What follows belongs to an exercise in optimizing a design on an open flow for a short achievable clock period and few clock cycles; a production flow would make more cautious choices. Function was checked by simulation only, so behaviour that the tests miss may differ from the original.

== build 75 ==
Design modular_square_simple, start of the top module:
module modular_square_simple
   #(
     parameter int MOD_LEN = 32
    )
   (
    input logic                   clk,
    input logic                   reset,
    input logic                   start,
    input logic [MOD_LEN-1:0]     sq_in,
    output logic [MOD_LEN-1:0]    sq_out,
    output logic                  valid
   );
   logic [31:0] in_q;       
   logic [31:0] cur_sq;     
   logic        running;
   logic [31:0] y;          
   logic [31:0] sq_next;    
   always_ff @(posedge clk) begin
      in_q   <= start ? sq_in : 32'd0;
      cur_sq <= reset ? 32'd0 : sq_next;
   end
   assign y      = cur_sq | in_q;
   assign sq_out = cur_sq;
   always_ff @(posedge clk) begin
      if (reset) begin
         running <= 1'b0;
         valid   <= 1'b0;
      end else begin
         if (start)
            running <= 1'b1;
         valid <= running;
      end
   end
   logic p1;
   logic p2;
   logic p3;
   logic p4;
   logic p5;
   logic p6;
   logic p7;
   logic p8;
   logic p9;
   logic p10;
   logic p11;
   logic p12;
   logic p13;
   logic p14;
   logic p15;
   logic p16;
   logic p17;
   logic p18;
   logic p19;
   logic p20;
   logic p21;
   logic p22;
   logic p23;
   logic p24;
   logic p25;
  ...
Size in the first run: roughly 7,300 cells after synthesis, roughly 68 I/O pins, ~0.052 sq mm of cells after synthesis.
export LEC_CHECK = 0
export CAP_MARGIN = 20
export CORE_MARGIN = 2
export CORE_UTILIZATION = 25
export SLEW_MARGIN = 20
create_clock -name core_clock -period 100.0 [get_ports {clk}]
run.sh (not shown) runs the stock make flow with config.mk's settings and CLKGATE_MAP_FILE= SYNTH_SCRIPT=/design/flow/synth_recipe.tcl, a recipe that flattens the netlist after the stock synthesis.
Testbench counts of build 75, summed over its fixed seeds: cycles 2,080.
Changes in build 8 relative to build 75:
--- a/flow/config.mk
+++ b/flow/config.mk
@@ -11 +11 @@
-export SLEW_MARGIN = 20
+export SLEW_MARGIN = 90
[summary]
In the summary table, build 8 is marked failed, with error GRT-0116 raised in global routing (5_1_grt).
Diff build 75 -> build 8: placed cell area went up 140%, number of hold buffers added after CTS flat.
Diff build 75..build 8 | number of buffers created by CTS | unchanged
Compared with build 75, in build 8 flip-flop and latch count after synthesis stayed essentially flat; half-perimeter wire length after detailed placement rose by 120%.
Relative to build 8, the following input files were edited for build 3:
==> flow/flow/run.sh (new file) <==
#!/bin/bash
set -o pipefail
export BUFFER_PORTS_ARGS="-buffer_cell sky130_fd_sc_hd__buf_6"
export PRE_DETAIL_PLACE_TCL="$PWD/flow/pre_dp.tcl"
bash standard.sh > standard.log 2>&1
==> flow/flow/pre_dp.tcl (new file) <==
# Before detailed placement: the result flip-flops drive the sq_out port
# buffers directly; give them the stronger dfxtp_2 (same function).
foreach i [get_cells {cur_sq*}] {
  if {[get_property $i ref_name] eq "sky130_fd_sc_hd__dfxtp_1"} {
    replace_cell $i sky130_fd_sc_hd__dfxtp_2
  }
}
==> flow/standard.sh (new file) <==
#!/bin/bash
# synth_recipe.tcl (not shown) runs the flow's synth.tcl, then flattens the netlist and writes it again
# the make line also repeats each setting of config.mk as NAME=value (left out here)
make -C /OpenROAD-flow-scripts/flow DESIGN_CONFIG=/design/flow/config.mk WORK_HOME=/design/flow/orfs CLKGATE_MAP_FILE= SYNTH_SCRIPT=/design/flow/synth_recipe.tcl "${@:-finish}"
--- a/flow/config.mk
+++ b/flow/config.mk
@@ -11 +11 @@
-export SLEW_MARGIN = 90
+export SLEW_MARGIN = 20
removed: flow/run.sh
Notes after the runs:
- Build 3 closes out successfully: all stages finished, all timing, DRC and antenna checks passed.
- From build 8 to build 3, arithmetic-cell share of the synthesized area counting full adders, half adders and majority gates did not move at all.
- Detailed placer's ending HPWL: build 3 vs build 8 down 240 mm
- Between build 8 and build 3, the synthesized instance count does not differ in any meaningful way.
- In build 3 relative to build 8, final weighted congestion of routability-driven global placement had gone down slightly.
[inputs] build 40 vs build 3
==> flow/flow/run.sh <==
#!/bin/bash
set -o pipefail
cp standard.sh standard.sh.log.txt 2>/dev/null
export BUFFER_PORTS_ARGS="-buffer_cell sky130_fd_sc_hd__buf_4"
bash standard.sh > standard.log 2>&1
removed: flow/flow/pre_dp.tcl
Results
Compared with build 3, final design area excluding fillers in build 40 decreased slightly. Going from build 3 to build 40, the wire length was found to have gone up by about 2.4%. Higher non-clock buffer area fraction after layout was reported by build 3, not build 40. Sort build 40 and build 3 by count of clock buffers in the final design, ascending, and build 40 comes first. Build 40 ended with less via count of the first global-routing pass than build 3. For ratio of final minimum period to clock period, build 3 and build 40 come out practically identical. Cell area after placement, build 40 and build 3, lower one = build 40. The number of nets in the final layout on build 3 is in line with that on build 40.

==> re-timing with driven ports <==
In the flow no input, the clock included, has a driving cell. The finished layouts below were timed again as built, in two steps.
Step 1 assumes that a clkbuf_16 drives the clock port and a buf_2 every other input.
Step 2 adds t to the input delays and takes it off the output delays; t is the mean of the earliest and latest rising clock arrival at the registers after step 1. Input paths then give back, and output paths get back, about the clock's delay inside the block.
Three values: ideal ports, drivers, drivers and shift; two values: the first two.
| run | t, ns | setup slack, ns | worst register clock-pin slew, ns |
|---|---|---|---|
| build 75 | 0.362 | 78.679 / 78.646 / 78.539 | 0.06 / 0.06 |
| build 3 | 0.355 | 79.195 / 79.165 / 79.111 | 0.06 / 0.06 |
| build 40 | 0.361 | 79.137 / 79.104 / 79.034 | 0.06 / 0.06 |
After both steps every run listed still meets setup and hold. For build 75, which loses most, drivers alone change the setup slack by -0.033 ns; drivers and shift together by -0.140 ns.
